This is an optimization exercise on Yosys and OpenROAD, whose aim is small area, a short achievable clock period and few clock cycles, not a production implementation. At most, simulation tests tie the RTL to the original design; equivalence was not proved. No driver is modelled on the clock port, so clock power and skew are understated where the tree is cut down; a real chip needs a root buffer or a tree. Power and IR drop assume default switching activity.

## LBP
module LBP ( clk, reset, gray_addr, gray_req, gray_ready, gray_data, lbp_addr, lbp_valid, lbp_data, finish);
input   	clk;
input   	reset;
output  reg [13:0] 	gray_addr;
output  reg      	gray_req;
input   	    gray_ready;
input   [7:0] 	gray_data;
output  reg [13:0] 	lbp_addr;
output  reg 	lbp_valid;
output  reg [7:0] 	lbp_data;
output  reg 	finish;
localparam K = 8;
reg        run;       
reg [2:0]  idx;       
reg        last;      
reg        cend;      
reg [6:0]  row, col;  
wire [6:0] row_n = !run ? row :
                   !last ? row + 7'd1 :
                   cend ? row - 7'd1 : row - 7'd7;
wire [6:0] col_n = (run && last) ? col + 7'd1 : col;
always @(posedge clk or posedge reset) begin
    if (reset) begin
        run <= 1'b0;
        idx <= 3'd0;
        last <= 1'b0;
        cend <= 1'b0;
        row <= 7'd0;
        col <= 7'd0;
        gray_req <= 1'b0;
        lbp_valid <= 1'b0;
        finish <= 1'b0;
    end else begin
        run <= run | gray_ready;
        gray_req <= 1'b1;
        row <= row_n;
        col <= col_n;
        if (run) begin
            idx <= idx + 3'd1;
            last <= (idx == 3'd6);
            if (last) cend <= (col == 7'd126);
        end
        lbp_valid <= run && (idx[2] | idx[1]) && (col[6:1] != 6'd0);
        finish <= run && last && cend && (row == 7'd127);
    end
end
function [1:0] cmp2;
    input [7:0] a, b;
    reg [7:0] g, p;
    reg g76, p76, g54, p54, g32, p32, g10, p10, g74, p74, g30, p30, gg, pp;
    begin
        g = a & ~b;
        p = a | ~b;
        g76 = g[7] | (p[7] & g[6]);  p76 = p[7] & p[6];
  ...
Size: about 380 cells after synthesis, about 160 flip-flops, about 4700 µm² of cells after synthesis.
make LEC_CHECK=0 CAP_MARGIN=20 CORE_MARGIN=2 CORE_UTILIZATION=40 CTS_BUF_LIST='sky130_fd_sc_hd__clkbuf_4 sky130_fd_sc_hd__clkbuf_8' CTS_CLUSTER_DIAMETER=100 CTS_CLUSTER_SIZE=40 PLACE_DENSITY=0.6 SETUP_SLACK_MARGIN=1.9 SLEW_MARGIN=20 finish   # period 3.3 ns
run.sh (not shown) runs the stock make flow with config.mk's settings and CLKGATE_MAP_FILE= SYNTH_SCRIPT=/design/flow/synth_recipe.tcl, a recipe that flattens the netlist after the stock synthesis.
Next try:
Settings changed: CTS_BUF_LIST sky130_fd_sc_hd__clkbuf_4 sky130_fd_sc_hd__clkbuf_8 to default, CTS_CLUSTER_DIAMETER 100 to default, CTS_CLUSTER_SIZE 40 to default.
The new run finished clean. Routed wire length climbs by 4.0%. Die area does not change. Register-to-register slack degrades by 0.04 ns. Power rose by 9.1%. Synthesized area stays the same.
Function was not checked in any run of this note: the RTL went through the layout flow alone.

run A:
The RTL this note starts from:
==> flow/design.v <==
`timescale 1ns/10ps
module LBP ( clk, reset, gray_addr, gray_req, gray_ready, gray_data, lbp_addr, lbp_valid, lbp_data, finish);
input   	clk;
input   	reset;
output  reg [13:0] 	gray_addr;
output  reg      	gray_req;
input   	    gray_ready;
input   [7:0] 	gray_data;
output  reg [13:0] 	lbp_addr;
output  reg 	lbp_valid;
output  reg [7:0] 	lbp_data;
output  reg 	finish;
localparam K = 8;
reg        run;       
reg [2:0]  idx;       
reg        last;      
reg        cend;      
reg [6:0]  row, col;  
wire [6:0] row_n = !run ? row :
                   !last ? row + 7'd1 :
                   cend ? row - 7'd1 : row - 7'd7;
wire [6:0] col_n = (run && last) ? col + 7'd1 : col;
always @(posedge clk or posedge reset) begin
    if (reset) begin
        run <= 1'b0;
        idx <= 3'd0;
        last <= 1'b0;
        cend <= 1'b0;
        row <= 7'd0;
        col <= 7'd0;
    end else begin
        run <= run | gray_ready;
        row <= row_n;
        col <= col_n;
        if (run) begin
            idx <= idx + 3'd1;
            last <= (idx == 3'd6);
            if (last) cend <= (col == 7'd126);
        end
    end
end
function [1:0] cmp2;
    input [7:0] a, b;
    reg [7:0] g, p;
    reg g76, p76, g54, p54, g32, p32, g10, p10, g74, p74, g30, p30, gg, pp;
    begin
        g = a & ~b;
        p = a | ~b;
        g76 = g[7] | (p[7] & g[6]);  p76 = p[7] & p[6];
        g54 = g[5] | (p[5] & g[4]);  p54 = p[5] & p[4];
        g32 = g[3] | (p[3] & g[2]);  p32 = p[3] & p[2];
        g10 = g[1] | (p[1] & g[0]);  p10 = p[1] & p[0];
        g74 = g76 | (p76 & g54);     p74 = p76 & p54;
        g30 = g32 | (p32 & g10);     p30 = p32 & p10;
        gg  = g74 | (p74 & g30);     pp  = p74 & p30;
        cmp2 = {gg | pp, ~gg};
    end
endfunction
reg [7:0]  sr [0:K];  
reg [2:0]  pb [0:K];  
reg        q5;        
reg        q1;        
reg        q2a, q2b;  
wire [7:0] p  = gray_data;
wire [7:0] dl = sr[K-2];    
wire [7:0] l  = sr[K-1];    
wire [7:0] ul = sr[K];      
wire p_ge_ul, ul_ge_p, p_ge_l, l_ge_p, p_ge_dl, dl_ge_p, l_ge_ul, ul_ge_l;
assign {p_ge_ul, ul_ge_p} = cmp2(p, ul);
assign {p_ge_l,  l_ge_p}  = cmp2(p, l);
assign {p_ge_dl, dl_ge_p} = cmp2(p, dl);
assign {l_ge_ul, ul_ge_l} = cmp2(l, ul);
integer j;
always @(posedge clk) begin
    sr[0] <= p;
    for (j = 1; j <= K; j = j + 1) sr[j] <= sr[j-1];
    pb[0] <= {dl_ge_p, l_ge_p, ul_ge_p};
    for (j = 1; j <= K; j = j + 1) pb[j] <= pb[j-1];
    q5 <= p_ge_l;
    q1 <= ul_ge_l;
    q2a <= p_ge_dl;
    q2b <= q2a;
    gray_req <= run | gray_ready;
    lbp_valid <= run && (idx[2] | idx[1]) && (col[6:1] != 6'd0);
    finish <= run && last && cend && (row == 7'd127);
    gray_addr <= {row_n, col_n};
    lbp_addr <= {row - 7'd1, col - 7'd1};
    lbp_data <= {p_ge_ul, l_ge_ul, pb[K][2], q5, pb[K][1], q2b, q1, pb[K][0]};
end
endmodule
==> flow/config.mk <==
export PLATFORM = sky130hd
export DESIGN_NAME = LBP
export DESIGN_NICKNAME = LBP
export VERILOG_FILES = /design/flow/design.v
export SDC_FILE = /design/flow/constraint.sdc
export NUM_CORES = 4
export LEC_CHECK = 0
export CAP_MARGIN = 20
export CORE_MARGIN = 2
export CORE_UTILIZATION = 40
export CTS_BUF_LIST = sky130_fd_sc_hd__clkbuf_4 sky130_fd_sc_hd__clkbuf_8
export CTS_CLUSTER_DIAMETER = 100
export CTS_CLUSTER_SIZE = 40
export PLACE_DENSITY = 0.6
export SETUP_SLACK_MARGIN = 1.8
export SLEW_MARGIN = 20
==> flow/constraint.sdc <==
create_clock -name core_clock -period 3.3 [get_ports {clk}]
set_input_delay 0.6600 -clock core_clock [delete_from_list [all_inputs] [get_ports {clk}]]
set_output_delay 0.6600 -clock core_clock [all_outputs]
set_load 0.01 [all_outputs]
What run B does differently from run A at the input level:
Settings: changing PLACE_DENSITY from 0.6 to 0.8; changing CORE_UTILIZATION from 40 to 65.
## What came out
- Going from run A to run B, multi-input logic area higher, first-iteration DRC count went down, clock distribution area overhead in the final layout fell 1.4 points.
- Summary of run B over run A: number of global-route vias before repair up 10%, net total in the final layout shrank by 2, relative slew slack +2.2 points, part of the power in combinational logic +1.0 points, cell area lower.
- Switching power total, run B and run A: larger value in run B
- Cmp run B vs run A: utilization higher in run B
No functional check of the RTL was part of any run of this note.

== 06-10 ==
LBP, a different RTL version from the one above (not shown whole).
Size: roughly 150 flip-flops.
Settings: LEC_CHECK=0, CAP_MARGIN=20, CORE_MARGIN=2, CORE_UTILIZATION=40, PLACE_DENSITY=0.6, SETUP_SLACK_MARGIN=1.2, SLEW_MARGIN=20; clock period 3.3 ns.
Setup changes, 06-10 to 04-20
- SETUP_SLACK_MARGIN: 1.2 -> 1.7
==> run notes <==
04-20 ended up with more standard cells than 06-10.
Logic gate share of total power: 04-20 vs 06-10 up 2.3 points
The portion of total power attributed to the clock network in 04-20 sits 1.1 points below the value recorded for 06-10.
STATUS total power: 04-20 loses against 06-10
06-10: done, clean on timing, DRC and antenna
04-20: done, clean on timing, DRC and antenna
Re upper clock frequency limit: 06-10 was lower than 04-20.
The sequential share of layout area of 04-20 is lower than that of 06-10.
No functional check of the RTL was part of any run of this note.

Another version of the RTL of LBP (not shown whole).
For scale: roughly 420 cells after synthesis, ~200 flip-flops, about 50 I/O pins, about 5600 um2 of cells after synthesis.
clock: 3.3 ns
lec_check: 0
cap_margin: 20
core_margin: 2
core_utilization: 40
place_density: 0.6
setup_slack_margin: 2.0
slew_margin: 20
standard.sh (not shown) runs the stock make flow with config.mk's settings and CLKGATE_MAP_FILE= SYNTH_SCRIPT=/design/flow/synth_recipe.tcl, a recipe that flattens the netlist after the stock synthesis.
==> flow/flow/run.sh <==
#!/bin/bash
# Own layout flow: the standard flow (standard.sh, unchanged synthesis),
# with two hooks: flow/ports.tcl after global placement sets the port
# buffers' cells (POST_GLOBAL_PLACE_TCL), and flow/clock_tree.tcl builds a
# two-level clock tree before CTS, which TritonCTS then skips (PRE_CTS_TCL).
# standard.sh's output goes to standard.log; each ORFS step keeps its own log
# under orfs/logs.
set -euo pipefail
cd "$(dirname "$0")/.."
export POST_GLOBAL_PLACE_TCL="$(pwd)/flow/ports.tcl"
export PRE_CTS_TCL="$(pwd)/flow/clock_tree.tcl"
export MY_CLK_NLEAF=16 MY_CLK_LEAF=sky130_fd_sc_hd__clkinv_4 MY_CLK_TOP=sky130_fd_sc_hd__clkinv_16
bash standard.sh > standard.log 2>&1
==> flow/flow/clock_tree.tcl <==
# Clock tree of two levels, built before CTS (PRE_CTS_TCL); the CTS command
# itself is then skipped. The registers are split by balanced k-means on their
# places into NLEAF groups, each clocked by a leaf buffer at its centre; the
# leaf buffers are split the same way into NTOP groups, each driven by a top
# buffer at its centre, and the clock port drives the NTOP top buffers.
proc env_or {name default} {
  if {[info exists ::env($name)]} { return $::env($name) }
  return $default
}
set nleaf [env_or MY_CLK_NLEAF 8]
set ntop [env_or MY_CLK_NTOP 4]
set leafcell [env_or MY_CLK_LEAF sky130_fd_sc_hd__clkbuf_16]
set topcell [env_or MY_CLK_TOP sky130_fd_sc_hd__clkbuf_8]

# balanced k-means of points {x y} into k groups of at most ceil(n/k);
# returns the group of each point
proc bkmeans {pts k} {
  set n [llength $pts]
  set mx 0.0; set my 0.0
  foreach p $pts { set mx [expr {$mx + [lindex $p 0]}]; set my [expr {$my + [lindex $p 1]}] }
  set mx [expr {$mx / $n}]; set my [expr {$my / $n}]
  set order {}
  for {set i 0} {$i < $n} {incr i} {
    set p [lindex $pts $i]
    lappend order [list $i [expr {atan2([lindex $p 1] - $my, [lindex $p 0] - $mx)}]]
  }
  set order [lsort -real -index 1 $order]
  set assign [lrepeat $n 0]
  for {set j 0} {$j < $n} {incr j} { lset assign [lindex $order $j 0] [expr {$j * $k / $n}] }
  set cap [expr {($n + $k - 1) / $k}]
  for {set iter 0} {$iter < 50} {incr iter} {
    set cx [lrepeat $k 0.0]; set cy [lrepeat $k 0.0]; set cn [lrepeat $k 0]
    for {set i 0} {$i < $n} {incr i} {
      set c [lindex $assign $i]; set p [lindex $pts $i]
      lset cx $c [expr {[lindex $cx $c] + [lindex $p 0]}]
      lset cy $c [expr {[lindex $cy $c] + [lindex $p 1]}]
      lset cn $c [expr {[lindex $cn $c] + 1}]
    }
    for {set c 0} {$c < $k} {incr c} {
      if {[lindex $cn $c] > 0} {
        lset cx $c [expr {[lindex $cx $c] / [lindex $cn $c]}]
        lset cy $c [expr {[lindex $cy $c] / [lindex $cn $c]}]
      }
    }
    set pairs {}
    for {set i 0} {$i < $n} {incr i} {
      set p [lindex $pts $i]
      for {set c 0} {$c < $k} {incr c} {
        lappend pairs [list [expr {abs([lindex $p 0] - [lindex $cx $c]) + abs([lindex $p 1] - [lindex $cy $c])}] $i $c]
      }
    }
    set new [lrepeat $n -1]; set used [lrepeat $k 0]
    foreach pr [lsort -real -index 0 $pairs] {
      lassign $pr d i c
      if {[lindex $new $i] >= 0 || [lindex $used $c] >= $cap} { continue }
      lset new $i $c
      lset used $c [expr {[lindex $used $c] + 1}]
    }
    if {$new eq $assign} { break }
    set assign $new
  }
  return $assign
}

# centre of each group
proc centres {pts assign k} {
  set cx [lrepeat $k 0.0]; set cy [lrepeat $k 0.0]; set cn [lrepeat $k 0]
  foreach p $pts c $assign {
    lset cx $c [expr {[lindex $cx $c] + [lindex $p 0]}]
    lset cy $c [expr {[lindex $cy $c] + [lindex $p 1]}]
    lset cn $c [expr {[lindex $cn $c] + 1}]
  }
  set out {}
  for {set c 0} {$c < $k} {incr c} {
    lappend out [list [expr {[lindex $cx $c] / max(1, [lindex $cn $c])}] [expr {[lindex $cy $c] / max(1, [lindex $cn $c])}]]
  }
  return $out
}

set block [ord::get_db_block]
set core [$block getCoreArea]
proc add_buffer {name cell at in_net} {
  set block [ord::get_db_block]
  set core [$block getCoreArea]
  set master [[ord::get_db] findMaster $cell]
  set inst [odb::dbInst_create $block $master $name]
  set x [expr {int([lindex $at 0]) - [$master getWidth] / 2}]
  set y [expr {int([lindex $at 1]) - [$master getHeight] / 2}]
  set x [expr {max([$core xMin], min($x, [$core xMax] - [$master getWidth]))}]
  set y [expr {max([$core yMin], min($y, [$core yMax] - [$master getHeight]))}]
  $inst setLocation $x $y
  $inst setPlacementStatus PLACED
  set net [odb::dbNet_create $block clknet_$name]
  $net setSigType CLOCK
  [$inst findITerm A] connect $in_net
  [$inst findITerm [expr {[string match "*inv*" $cell] ? "Y" : "X"}]] connect $net
  return $net
}

set clk_net [$block findNet clk]
set sinks [$clk_net getITerms]
set pts {}
foreach it $sinks {
  set bb [[$it getInst] getBBox]
  lappend pts [list [expr {([$bb xMin] + [$bb xMax]) / 2.0}] [expr {([$bb yMin] + [$bb yMax]) / 2.0}]]
}
set leaf_of [bkmeans $pts $nleaf]
set leaf_at [centres $pts $leaf_of $nleaf]
set top_of [bkmeans $leaf_at $ntop]
set top_at [centres $leaf_at $top_of $ntop]

set top_net {}
for {set t 0} {$t < $ntop} {incr t} {
  lappend top_net [add_buffer clktop_$t $topcell [lindex $top_at $t] $clk_net]
}
for {set c 0} {$c < $nleaf} {incr c} {
  set net [add_buffer clkleaf_$c $leafcell [lindex $leaf_at $c] [lindex $top_net [lindex $top_of $c]]]
  set cnt 0
  foreach it $sinks g $leaf_of {
    if {$g == $c} { $it disconnect; $it connect $net; incr cnt }
  }
  puts "clock leaf $c (top [lindex $top_of $c]) at [lindex $leaf_at $c] drives $cnt registers"
}
set_propagated_clock [all_clocks]
rename clock_tree_synthesis {}
proc clock_tree_synthesis {args} { puts "clock_tree_synthesis skipped: the clock tree is built by clock_tree.tcl" }
# the tree's inverters are its own: no cloning next to the registers
rename repair_clock_inverters {}
proc repair_clock_inverters {args} { puts "repair_clock_inverters skipped: the clock tree is built by clock_tree.tcl" }
Other scripts of this flow, unchanged in this note and not shown: flow/flow/ports.tcl
Testbench counts at the start, summed over its fixed seeds: cycles 163,840.
==> next run, changes <==
--- a/flow/flow/run.sh
+++ b/flow/flow/run.sh
@@ -12 +12 @@
-export MY_CLK_NLEAF=16 MY_CLK_LEAF=sky130_fd_sc_hd__clkinv_4 MY_CLK_TOP=sky130_fd_sc_hd__clkinv_16
+export MY_CLK_NLEAF=8 MY_CLK_LEAF=sky130_fd_sc_hd__clkinv_16 MY_CLK_TOP=sky130_fd_sc_hd__clkinv_8
Setup slack improves by 0.0084 ns.
Total power increases by about 2.2%.
Routed wire length falls by about 1.5%.
==> next run, changes <==
--- a/flow/flow/run.sh
+++ b/flow/flow/run.sh
@@ -12 +11,0 @@
-export MY_CLK_NLEAF=8 MY_CLK_LEAF=sky130_fd_sc_hd__clkinv_16 MY_CLK_TOP=sky130_fd_sc_hd__clkinv_8
--- a/flow/flow/clock_tree.tcl
+++ b/flow/flow/clock_tree.tcl
@@ -96 +96 @@
-  [$inst findITerm [expr {[string match "*inv*" $cell] ? "Y" : "X"}]] connect $net
+  [$inst findITerm X] connect $net
@@ -127,3 +126,0 @@
-# the tree's inverters are its own: no cloning next to the registers
-rename repair_clock_inverters {}
-proc repair_clock_inverters {args} { puts "repair_clock_inverters skipped: the clock tree is built by clock_tree.tcl" }
- SETUP_SLACK_MARGIN: 2.0 -> 1.9
=> The changed run completed without violations. Total power climbs slightly. Wire length drops by a few percent. Global-route usage hardly moves. Synthesized area does not change. First-iteration DRC count drops by a quarter to a third. Cell area drops by a few percent. Critical path depth does not change. Flip-flop and latch count is unchanged. Cell count stays the same.
In every run of this note, the design's own scripts or RTL, not TritonCTS, make the clock network.

## afterwards: timing with drivers on the ports
The results above use ideal ports. As a check the final layouts listed here were re-extracted and re-timed, cells and wires unchanged. Step 1 (the two cells are an assumption about what drives the block):
set clk [get_ports {clk}]
set_driving_cell -lib_cell sky130_fd_sc_hd__clkbuf_16 $clk
set_driving_cell -lib_cell sky130_fd_sc_hd__buf_2 [delete_from_list [all_inputs] $clk]
Step 2 moves the port delays by t, midway between the first and last clock arrival at a register: inputs arrive t later, outputs are due t later. That takes back most of the time a late clock gives input paths. Slacks: ideal / step 1 / step 2; pairs: ideal / step 1.
| run | t (ns) | setup slack, ns | hold WS [ns] | pins driven straight from the clock port |
|---|---|---|---|---|
| the first run of note 1 | 0.468 | 1.688 / 1.655 / 1.509 | 0.326 / 0.326 / 0.326 | 1 |
| the second run of note 1 | 0.454 | 1.707 / 1.669 / 1.511 | 0.321 / 0.321 / 0.321 | 1 |
| run A | 0.465 | 1.753 / 1.719 / 1.377 | 0.321 / 0.321 / 0.321 | 1 |
| run B | 0.460 | 1.757 / 1.726 / 1.316 | 0.323 / 0.323 / 0.323 | 1 |
| 06-10 | 0.443 | 1.256 / 1.215 / 0.912 | 0.324 / 0.324 / 0.324 | 1 |
| 04-20 | 0.451 | 1.568 / 1.537 / 1.256 | 0.324 / 0.324 / 0.324 | 1 |
| the first run of note 4 | 0.333 | 1.898 / 1.840 / 1.898 | 0.313 / 0.314 / 0.314 | 4 |
| the second run of note 4 | 0.306 | 1.907 / 1.891 / 1.907 | 0.320 / 0.321 / 0.321 | 4 |
| the third run of note 4 | 0.360 | 1.881 / 1.824 / 1.881 | 0.315 / 0.315 / 0.315 | 4 |
After both steps every run listed still meets setup and hold. The setup slack of run B, which loses most, moves by -0.031 ns with the drivers and by -0.441 ns with both steps.
